What follows belongs to an exercise in optimizing a design on an open flow for a short achievable clock period and few clock cycles; a production flow would make more cautious choices.
No functional check of the RTL was part of this run.
Power figures rest on the tool's default switching activity, not on a simulated workload.

### config.mk
export PLATFORM = sky130hd
export DESIGN_NAME = risc_v
export DESIGN_NICKNAME = risc_v
export VERILOG_FILES = /design/flow/design.v
export SDC_FILE = /design/flow/constraint.sdc
export NUM_CORES = 4
export LEC_CHECK = 0
export ABC_CLOCK_PERIOD_IN_PS = 2500
export CAP_MARGIN = 20
export CORE_MARGIN = 2
export CORE_UTILIZATION = 40
export SLEW_MARGIN = 20
### constraint.sdc
create_clock -name core_clock -period 10.5 [get_ports {CLK}]
set_input_delay 2.1000 -clock core_clock [delete_from_list [all_inputs] [get_ports {CLK}]]
set_output_delay 2.1000 -clock core_clock [all_outputs]
set_load 0.01 [all_outputs]
### design.v
module risc_v #(
    parameter                      DATA_WIDTH     = 32,
    parameter                      OP_WIDTH       = 7,
    parameter                      FUNCT3_WIDTH   = 3,
    parameter                      ADDRESS_WIDTH = 5,
    parameter                      IMM_SRC_WIDTH  = 3,
    parameter                      ALU_CTRL_WIDTH = 4,
    parameter                      RES_SRC_WIDTH = 2,
    parameter                      FORWARD_WIDTH = 2,
    parameter                      MEM_ADDRESS_WIDTH = 17,
    parameter                      BYTE_WIDTH = 8
)(
    input  logic                   CLK, RST,
    input  logic [ADDRESS_WIDTH-1:0]  address_to_view,
    output logic [DATA_WIDTH-1:0]  a0, reg_output,
    output logic [DATA_WIDTH-1:0]  pc_viewer,
    input  logic [DATA_WIDTH-1:0]  instr,
    output logic [MEM_ADDRESS_WIDTH-1:0] dmem_addr,
    output logic [DATA_WIDTH-1:0]  dmem_wdata,
    output logic [3:0]             dmem_we,
    input  logic [DATA_WIDTH-1:0]  dmem_rdata
);
    localparam BHT_BITS = 7;
    logic [31:0] PCF;
    logic [1:0]  bht [0:(1<<BHT_BITS)-1];
    logic        validD, predTD, jalrDoneD, fRedirD;
    logic [31:0] InstrD, PCD, PCPlus4D, ConstD;
    logic        regwriteE, isLoadE, isStoreE, isBrE, isJalrE, predTE, k1E;
    logic [4:0]  rdE;
    logic [2:0]  f3E;
    logic [BHT_BITS-1:0] bhtIdxE;
    logic        fAME, fBME, fSME;
    logic [31:0] RD1E, OpBE, SDataE, ConstE, AltPCE;
    logic        rAddE, rSubE, rSllE, rSrE, rSltE, rSltuE, rXorE, rOrE, rAndE, rConstE, sraE;
    logic        regwriteM, isLoadM, isJalrM, bhtUpdM, takenM;
    logic [BHT_BITS-1:0] bhtIdxM;
    logic [4:0]  rdM;
    logic [2:0]  f3M;
    logic [3:0]  weM;
    logic [31:0] ResultM, WdataM, TargetM;
    logic        regwriteW;
    logic [4:0]  rdW;
    logic [31:0] ResultW;
    logic [31:0] regs [1:31];
    logic [4:0]  viewA;
    logic [31:0] viewR;
    logic [4:0]  op;
    logic [2:0]  f3D;
    logic [4:0]  rs1, rs2, rdD;
    logic        isLUI, isAUIPC, isJAL, isJALR, isBR, isLD, isST, isOPI, isOP;
    logic [31:0] immI, immS, immB, immU;
    assign op  = InstrD[6:2];
    assign f3D = InstrD[14:12];
    assign rs1 = InstrD[19:15];
    assign rs2 = InstrD[24:20];
    assign rdD = InstrD[11:7];
    assign isLUI   = (op == 5'b01101);
    assign isAUIPC = (op == 5'b00101);
    assign isJAL   = (op == 5'b11011);
    assign isJALR  = (op == 5'b11001);
    assign isBR    = (op == 5'b11000);
    assign isLD    = (op == 5'b00000);
    assign isST    = (op == 5'b01000);
    assign isOPI   = (op == 5'b00100);
    assign isOP    = (op == 5'b01100);
    assign immI = {{20{InstrD[31]}}, InstrD[31:20]};
    assign immS = {{20{InstrD[31]}}, InstrD[31:25], InstrD[11:7]};
    assign immB = {{19{InstrD[31]}}, InstrD[31], InstrD[7], InstrD[30:25], InstrD[11:8], 1'b0};
    assign immU = {InstrD[31:12], 12'b0};
    logic usesRs1, usesRs2, writesRd, useImm, isConstD;
    assign usesRs1  = ~(isLUI | isAUIPC | isJAL);
    assign usesRs2  = isBR | isST | isOP;
    assign writesRd = ~(isBR | isST) & (rdD != 5'd0);
    assign useImm   = ~(isOP | isBR);
    assign isConstD = isLUI | isAUIPC | isJAL | isJALR;
    logic [31:0] RD1D, RD2D, ResultWNext;
    assign RD1D = (rs1 == 5'd0) ? 32'd0 :
                  (regwriteM && rdM == rs1) ? ResultWNext :
                  (regwriteW && rdW == rs1) ? ResultW : regs[rs1];
    assign RD2D = (rs2 == 5'd0) ? 32'd0 :
                  (regwriteM && rdM == rs2) ? ResultWNext :
                  (regwriteW && rdW == rs2) ? ResultW : regs[rs2];
    logic loadUse;
    assign loadUse = validD & isLoadE &
                     ((usesRs1 & (rs1 == rdE)) | (usesRs2 & (rs2 == rdE)));
    logic brTrivD, k1D;
    assign brTrivD = (immB == 32'd4);
    assign k1D     = (immB == 32'd8);
    logic [31:0] A, B, SD;
    assign A  = fAME ? ResultM : RD1E;
    assign B  = fBME ? ResultM : OpBE;
    assign SD = fSME ? ResultM : SDataE;
    logic [31:0] sum, diff, sll, sr;
    logic        borrow, eq, ltu, lt;
    assign sum = A + B;
    assign {borrow, diff} = {1'b0, A} - {1'b0, B};
    assign eq  = (A == B);
    assign ltu = borrow;
    assign lt  = (A[31] ^ B[31]) ? A[31] : borrow;
    assign sll = A << B[4:0];
    assign sr  = $unsigned($signed({sraE & A[31], A}) >>> B[4:0]);
    logic [31:0] ExResultE;
    assign ExResultE = ({32{rAddE}}  & sum)
                     | ({32{rSubE}}  & diff)
                     | ({32{rSllE}}  & sll)
                     | ({32{rSrE}}   & sr)
                     | ({32{rSltE}}  & {31'd0, lt})
                     | ({32{rSltuE}} & {31'd0, ltu})
                     | ({32{rXorE}}  & (A ^ B))
                     | ({32{rOrE}}   & (A | B))
                     | ({32{rAndE}}  & (A & B))
                     | ({32{rConstE}} & ConstE);
    logic taken, mispE, redirE, killD;
    assign taken   = f3E[2] ? ((f3E[1] ? ltu : lt) ^ f3E[0]) : (eq ^ f3E[0]);
    assign mispE   = isBrE & (taken ^ predTE);
    assign killD   = mispE & taken & k1E & ~fRedirD;
    assign redirE  = mispE & ~killD;
    logic [3:0] weE;
    assign weE = ~isStoreE ? 4'b0000 :
                 (f3E[1:0] == 2'b00) ? 4'b0001 :
                 (f3E[1:0] == 2'b01) ? 4'b0011 : 4'b1111;
    logic [31:0] PCPlus4F, PCNextF;
    assign PCPlus4F  = PCF + 32'd4;
    assign pc_viewer = PCF;
    logic [4:0]  opF, rs1F;
    logic        isJALF, isJALRF, isBRF, isLUIF, isAUIPCF, bhtT, predTF, fuseF, redirF;
    logic [31:0] immIF, immBF, immJF, tgtJ, tgtB, tgtR, TargetF, ConstF;
    assign opF   = instr[6:2];
    assign rs1F  = instr[19:15];
    assign isJALF   = (opF == 5'b11011);
    assign isJALRF  = (opF == 5'b11001);
    assign isBRF    = (opF == 5'b11000);
    assign isLUIF   = (opF == 5'b01101);
    assign isAUIPCF = (opF == 5'b00101);
    assign immIF = {{20{instr[31]}}, instr[31:20]};
    assign immBF = {{19{instr[31]}}, instr[31], instr[7], instr[30:25], instr[11:8], 1'b0};
    assign immJF = {{11{instr[31]}}, instr[31], instr[19:12], instr[20], instr[30:21], 1'b0};
    assign ConstF = isLUIF   ? {instr[31:12], 12'd0} :
                    isAUIPCF ? {PCF[31:12] + instr[31:12], PCF[11:0]} : PCPlus4F;
    assign bhtT   = bht[PCF[BHT_BITS+1:2]][1];
    assign predTF = isBRF & (instr[31] | bhtT);
    assign fuseF  = isJALRF & ((rs1F == 5'd0) |
                    (validD & isConstD & writesRd & (rdD == rs1F) & ~(isBrE & k1E)));
    assign redirF = isJALF | predTF | fuseF;
    logic [21:0] loJ;
    logic [13:0] loB;
    logic [12:0] loR;
    logic [10:0] hiJ;
    logic [18:0] hiB;
    logic [19:0] hiR;
    assign loJ = {1'b0, PCF[20:0]} + {1'b0, immJF[20:0]};
    assign loB = {1'b0, PCF[12:0]} + {1'b0, immBF[12:0]};
    assign loR = {1'b0, ConstD[11:0]} + {1'b0, immIF[11:0]};
    assign hiJ = (loJ[21] == instr[31]) ? PCF[31:21] :
                 loJ[21] ? PCF[31:21] + 11'd1 : PCF[31:21] - 11'd1;
    assign hiB = (loB[13] == instr[31]) ? PCF[31:13] :
                 loB[13] ? PCF[31:13] + 19'd1 : PCF[31:13] - 19'd1;
    assign hiR = (loR[12] == instr[31]) ? ConstD[31:12] :
                 loR[12] ? ConstD[31:12] + 20'd1 : ConstD[31:12] - 20'd1;
    assign tgtJ = {hiJ, loJ[20:0]};
    assign tgtB = {hiB, loB[12:0]};
    assign tgtR = (rs1F == 5'd0) ? immIF : {hiR, loR[11:0]};
    assign TargetF = isJALF ? tgtJ : (isBRF ? tgtB : {tgtR[31:1], 1'b0});
    logic [31:0] LoadData;
    always_comb
        case (f3M)
            3'b000:  LoadData = {{24{dmem_rdata[7]}}, dmem_rdata[7:0]};
            3'b001:  LoadData = {{16{dmem_rdata[15]}}, dmem_rdata[15:0]};
            3'b100:  LoadData = {24'd0, dmem_rdata[7:0]};
            3'b101:  LoadData = {16'd0, dmem_rdata[15:0]};
            default: LoadData = dmem_rdata;
        endcase
    assign ResultWNext = isLoadM ? LoadData : ResultM;
    assign dmem_addr  = ResultM[MEM_ADDRESS_WIDTH-1:0];
    assign dmem_wdata = WdataM;
    assign dmem_we    = weM;
    logic bubbleE;
    assign bubbleE = mispE | isJalrE | isJalrM | loadUse | ~validD;
    assign PCNextF = isJalrM ? TargetM :
                     redirE  ? AltPCE :
                     loadUse ? PCF :
                     redirF  ? TargetF : PCPlus4F;
    always_ff @(posedge CLK) begin
        if (RST) PCF <= 32'd0;
        else     PCF <= PCNextF;
        for (int i = 0; i < (1<<BHT_BITS); i++)
            if (RST)
                bht[i] <= 2'b01;
            else if (bhtUpdM && bhtIdxM == i[BHT_BITS-1:0]) begin
                if (takenM && bht[i] != 2'b11)       bht[i] <= bht[i] + 2'b01;
                else if (!takenM && bht[i] != 2'b00) bht[i] <= bht[i] - 2'b01;
            end
        if (RST | redirE | isJalrM) validD <= 1'b0;
        else if (!loadUse) validD <= 1'b1;
        if (!loadUse) begin
            InstrD    <= instr;
            PCD       <= PCF;
            PCPlus4D  <= PCPlus4F;
            ConstD    <= ConstF;
            predTD    <= predTF;
            jalrDoneD <= fuseF;
            fRedirD   <= redirF;
        end
        if (RST | bubbleE) begin
            regwriteE <= 1'b0;
            isLoadE   <= 1'b0;
            isStoreE  <= 1'b0;
            isBrE     <= 1'b0;
            isJalrE   <= 1'b0;
            rConstE   <= 1'b0;
        end else begin
            regwriteE <= writesRd;
            isLoadE   <= isLD & writesRd;
            isStoreE  <= isST;
            isBrE     <= isBR & ~brTrivD;
            isJalrE   <= isJALR & ~jalrDoneD;
            rConstE   <= isConstD;
        end
        rdE     <= rdD;
        f3E     <= f3D;
        predTE  <= predTD;
        k1E     <= k1D;
        bhtIdxE <= PCD[BHT_BITS+1:2];
        fAME    <= regwriteE & (rdE == rs1);
        fBME    <= ~useImm & regwriteE & (rdE == rs2);
        fSME    <= regwriteE & (rdE == rs2);
        RD1E    <= RD1D;
        OpBE    <= useImm ? (isST ? immS : immI) : RD2D;
        SDataE  <= RD2D;
        ConstE  <= ConstD;
        AltPCE  <= predTD ? PCPlus4D : PCD + immB;
        rAddE   <= isLD | isST | ((isOP | isOPI) & f3D == 3'b000 & ~(isOP & InstrD[30]));
        rSubE   <= isOP & f3D == 3'b000 & InstrD[30];
        rSllE   <= (isOP | isOPI) & f3D == 3'b001;
        rSltE   <= (isOP | isOPI) & f3D == 3'b010;
        rSltuE  <= (isOP | isOPI) & f3D == 3'b011;
        rXorE   <= (isOP | isOPI) & f3D == 3'b100;
        rSrE    <= (isOP | isOPI) & f3D == 3'b101;
        rOrE    <= (isOP | isOPI) & f3D == 3'b110;
        rAndE   <= (isOP | isOPI) & f3D == 3'b111;
        sraE    <= InstrD[30];
        if (RST) begin
            regwriteM <= 1'b0;
            weM       <= 4'b0000;
            isJalrM   <= 1'b0;
            bhtUpdM   <= 1'b0;
        end else begin
            bhtUpdM   <= isBrE;
            regwriteM <= regwriteE;
            weM       <= weE;
            isJalrM   <= isJalrE;
        end
        TargetM <= {sum[31:1], 1'b0};
        takenM  <= taken;
        bhtIdxM <= bhtIdxE;
        isLoadM <= isLoadE;
        rdM     <= rdE;
        f3M     <= f3E;
        ResultM <= ExResultE;
        WdataM  <= SD;
        if (RST) regwriteW <= 1'b0;
        else     regwriteW <= regwriteM;
        rdW     <= rdM;
        ResultW <= ResultWNext;
        if (regwriteW) regs[rdW] <= ResultW;
        viewA <= address_to_view;
        viewR <= (viewA == 5'd0) ? 32'd0 : regs[viewA];
    end
    assign a0         = regs[10];
    assign reg_output = viewR;
endmodule
### flow/run.sh
#!/bin/bash
set -euo pipefail
bash standard.sh SETUP_SLACK_MARGIN=7.0 finish > standard_flow.log 2>&1
### standard.sh
#!/bin/bash
# synth_recipe.tcl (not shown) runs the flow's synth.tcl, then flattens the netlist and writes it again
# the make line also repeats each setting of config.mk as NAME=value (left out here)
make -C /OpenROAD-flow-scripts/flow DESIGN_CONFIG=/design/flow/config.mk WORK_HOME=/design/flow/orfs CLKGATE_MAP_FILE= SYNTH_SCRIPT=/design/flow/synth_recipe.tcl "${@:-finish}"
==> results.cfg <==
[sta]
slew_headroom_pct = 20.6
finalWorstSetupSlack_ns = 4.78
worst_pin_slew_ns = 1.19
fmax_ghz = 0.175
hold_ws_ns = 0.329
hold_violations = 0
finalSetupViolCount = 0
rsz0062_at_grt = yes
tns_ns = 0
period_minus_slack_ns = 5.72
slew_viol_final = 0
finalCritPeriodShare_pct = 54.4
finClkSkew_ns = 0.121

[layout]
final_cell_mix = edfxtp_1 (1119), mux4_2 (864), nor2_1 (745)
syn2layout_area_growth_pct = 22.5
nets = 9518
layout-drive-gt1-share_pct = 30.9
design_area_sq_um = 126000
fin_util_pct = 49.2
final_common_cell = edfxtp_1
instances_no_fill = 12779
fillers = 22101

[placement]
io_buffers = 217
dp_hpwl_microns = 249000
pre_cts_ws_ns = 2.66
placed_cell_area_sq_um = 109000
place_inst = 11849
gp_congestion = 0.981

[synthesis]
ys_types = 105
async_reset_ff_share_pct = 0
synth_top_area_share_pct = 32.7
seq_area_frac_synth_pct = 46.1
synth.area.top_cells = edfxtp_1 (33%), mux4_2 (19%), dfxtp_1 (13%)
syn_nets = 9081
synth-main-ff-cell = edfxtp_1
yosysTopAreaCell = edfxtp_1
avgSynthCellArea_sq_um = 11.7
postSynthCellCount = 8777
yosys_register_bits = 1807
synth_edf_count = 1119
ys_warn_count = 2
netlist_area_sq_um = 103000

[detailed_routing]
ant_nets = 0
via_per_inst = 6.59
drt-total-wl_microns = 412000
drt_pass1_iterations = 8
route.vias.total = 84220
drt_iter0_markers = 10844
wl_per_cell_microns = 32.3
drcViolationCount = 0

[clock_network]
h-tree-depth = 4
cts_made_buffers = 199
cts.sinks = 1807
cts_tree = yes
cts-root-buf = clkbuf_16
clock_latency_ns = 0.93
clk_pin_slew_ns = 0.06
clockBufferDepth = 3

[worst_setup_path]
cp.buffers_inverters = 4
critPathRequiredTime_ns = 11.32
slowest_stage = fa_2
r2r-start = ConstD[0]
reg2reg_slack_ns = 5.54
crit_top_cell = a211o_1
cp-start-kind = input port
crit_chain = buf_12, inv_12, fa_2, nor2b_4, o2111ai_2, a21bo_2, a211o_1, nand2_4, clkinv_4, buf_4, ha_4, a211oi_2, o21a_1, o31ai_4, a211o_1, a21oi_2, xor2_1, o21ai_1, a21oi_2, a211o_1, a221oi_2, a21oi_1, o32ai_1
cp_max_fo = 5
slowest_delay_ns = 0.42
cp_data_arrival_time_ns = 6.54
critPathKind = input port to flip-flop
critical-path-top-delay-family = compound AO/OA/AOI/OAI gates
critPathCaptureType = flip-flop
rr_worst_depth = 22
r2r-end = PCF[27]

[floorplanning]
die_y_microns = 511
die_area_sq_um = 261000
num_rows = 186
start_util_pct = 40.1
core_area_sq_um = 256000
ios = 220
die_w_microns = 511

[power]
power_mw = 19.9
ir_drop_mv = 0.181
power_per_cell_area_nw_per_um2 = 158
leakage_nw = 45.0

[min_path]
worstHoldPathType = flip-flop to flip-flop
hold_start = bhtIdxE[6]
hold_depth = 0
min_to = bhtIdxM[6]

[global_route]
first_global_vias = 79940
grt_max_degree = 359
grt_pass1_wl_microns = 578000
antenna_found_initial = 22
grt_overflow_total = 0
grt_usage_pct = 30.2

[outcome]
status = complete, no violations

[run]
maxCapViolCount = 0
-- cell type report --
type,instances,area [sq um],area share [%]
tap,3384,4230,3.36
timing repair inverter,6,55.1,0.0437
clock inverter,113,1290,1.02
inverter,243,1050,0.834
sequential,1807,47700,37.8
multi-input combinational,6032,56400,44.8
antenna,8,20.0,0.0159
clock buffer,261,5610,4.45
timing repair buffer,925,9680,7.68
-- repair_timing --
item,in CTS,in global routing
endpoints found under the setup margin,491,406
pin swaps,229,214
cloned,35,9
hold buffers,0,0
buffers inserted,363,140
gates resized for setup,1594,312
-- sequential cells by signal, summed over array words and instances (netlist names), 7 cells and up, named ones only --
register and cells:
RD1E 32, regs 992, OpBE 32, viewR 32, WdataM 32, TargetM 31, AltPCE 32, bhtIdxE 7
bht 256, ConstD 32, ResultW 32, InstrD 30, bhtIdxM 7, PCF 31, SDataE 32, ResultM 32
PCPlus4D 30, ConstE 32, PCD 32
-- cells in the mapped netlist (91+ instances only) --
cell type / instances
edfxtp_1: 1119
mux4_2: 864
nor2_1: 817
dfxtp_1: 688
o21ai_0: 662
a21oi_1: 632
nand2_1: 575
clkbuf_1: 469
mux2i_1: 317
inv_1: 232
ha_1: 223
nand3_1: 150
buf_1: 141
xnor2_1: 125
and3_1: 124
and2_1: 101
o311ai_0: 91
-- logic make-up (layout without fill, tap and decap cells) --
group	count (synthesis)	count (layout)	share of synthesized area, %
xor gates and xnor gates	210	210	1.79
DFF	1807	1807	46.1
and+or+nand+nor	2180	2182	9.80
AOI/OAI and AO/OA	2170	2172	13.2
other	0	8	0
adders and majority gates	233	233	2.91
muxes	1235	1235	22.6
buffers and inverters	942	1548	3.69
-- how the worst max path moves through the flow --
| stage | from | cells after the start | endpoint |
|---|---|---|---|
| after floorplan | instr[21] | 21 | PCF[28] |
| after global placement | instr[20] | 22 | PCF[28] |
| after detailed placement | instr[20] | 22 | PCF[28] |
| after CTS | instr[20] | 22 | PCF[28] |
| after global routing | instr[21] | 21 | PCF[28] |
| final | instr[21] | 23 | PCF[27] |
-- where the power goes --
part / leakage [nW] / internal, mW / switching, mW / total, mW
Sequential: 16.3 / 7.93 / 0.479 / 8.41
Clock: 3.38 / 4.17 / 3.21 / 7.38
Combinational: 25.3 / 1.75 / 2.33 / 4.07
-- per-layer routing --
layer / track usage, % / part of all wire, %
met1: 38.7 / 37
met2: 46.9 / 45
met3: 6.63 / 11
met4: 18.1 / 7.2
met5: 0 / 0.028

## port drivers added, routing unchanged
In the flow no input, the clock included, has a driving cell. The finished layout below was timed again as built, in two steps.
Step 1, drivers: a clkbuf_16 drives CLK and a buf_2 each remaining input, both assumed.
Step 2 moves the port delays by t, midway between the first and last clock arrival at a register: inputs arrive t later, outputs are due t later. That takes back most of the time a late clock gives input paths.
Slacks: ideal ports / drivers / drivers and shift; pairs: ideal ports / drivers.
shift t [ns]: 0.957
setup slack, ns: 4.785 / 4.802 / 3.845
clock arrival spread, ns: 0.129 / 0.128
worst slew at a driven data input, ns: 0.07
cell pins on the clock port's net: 1
After both steps this run still meets setup and hold. For this run, drivers alone change the setup slack by +0.017 ns; drivers and shift together by -0.940 ns.
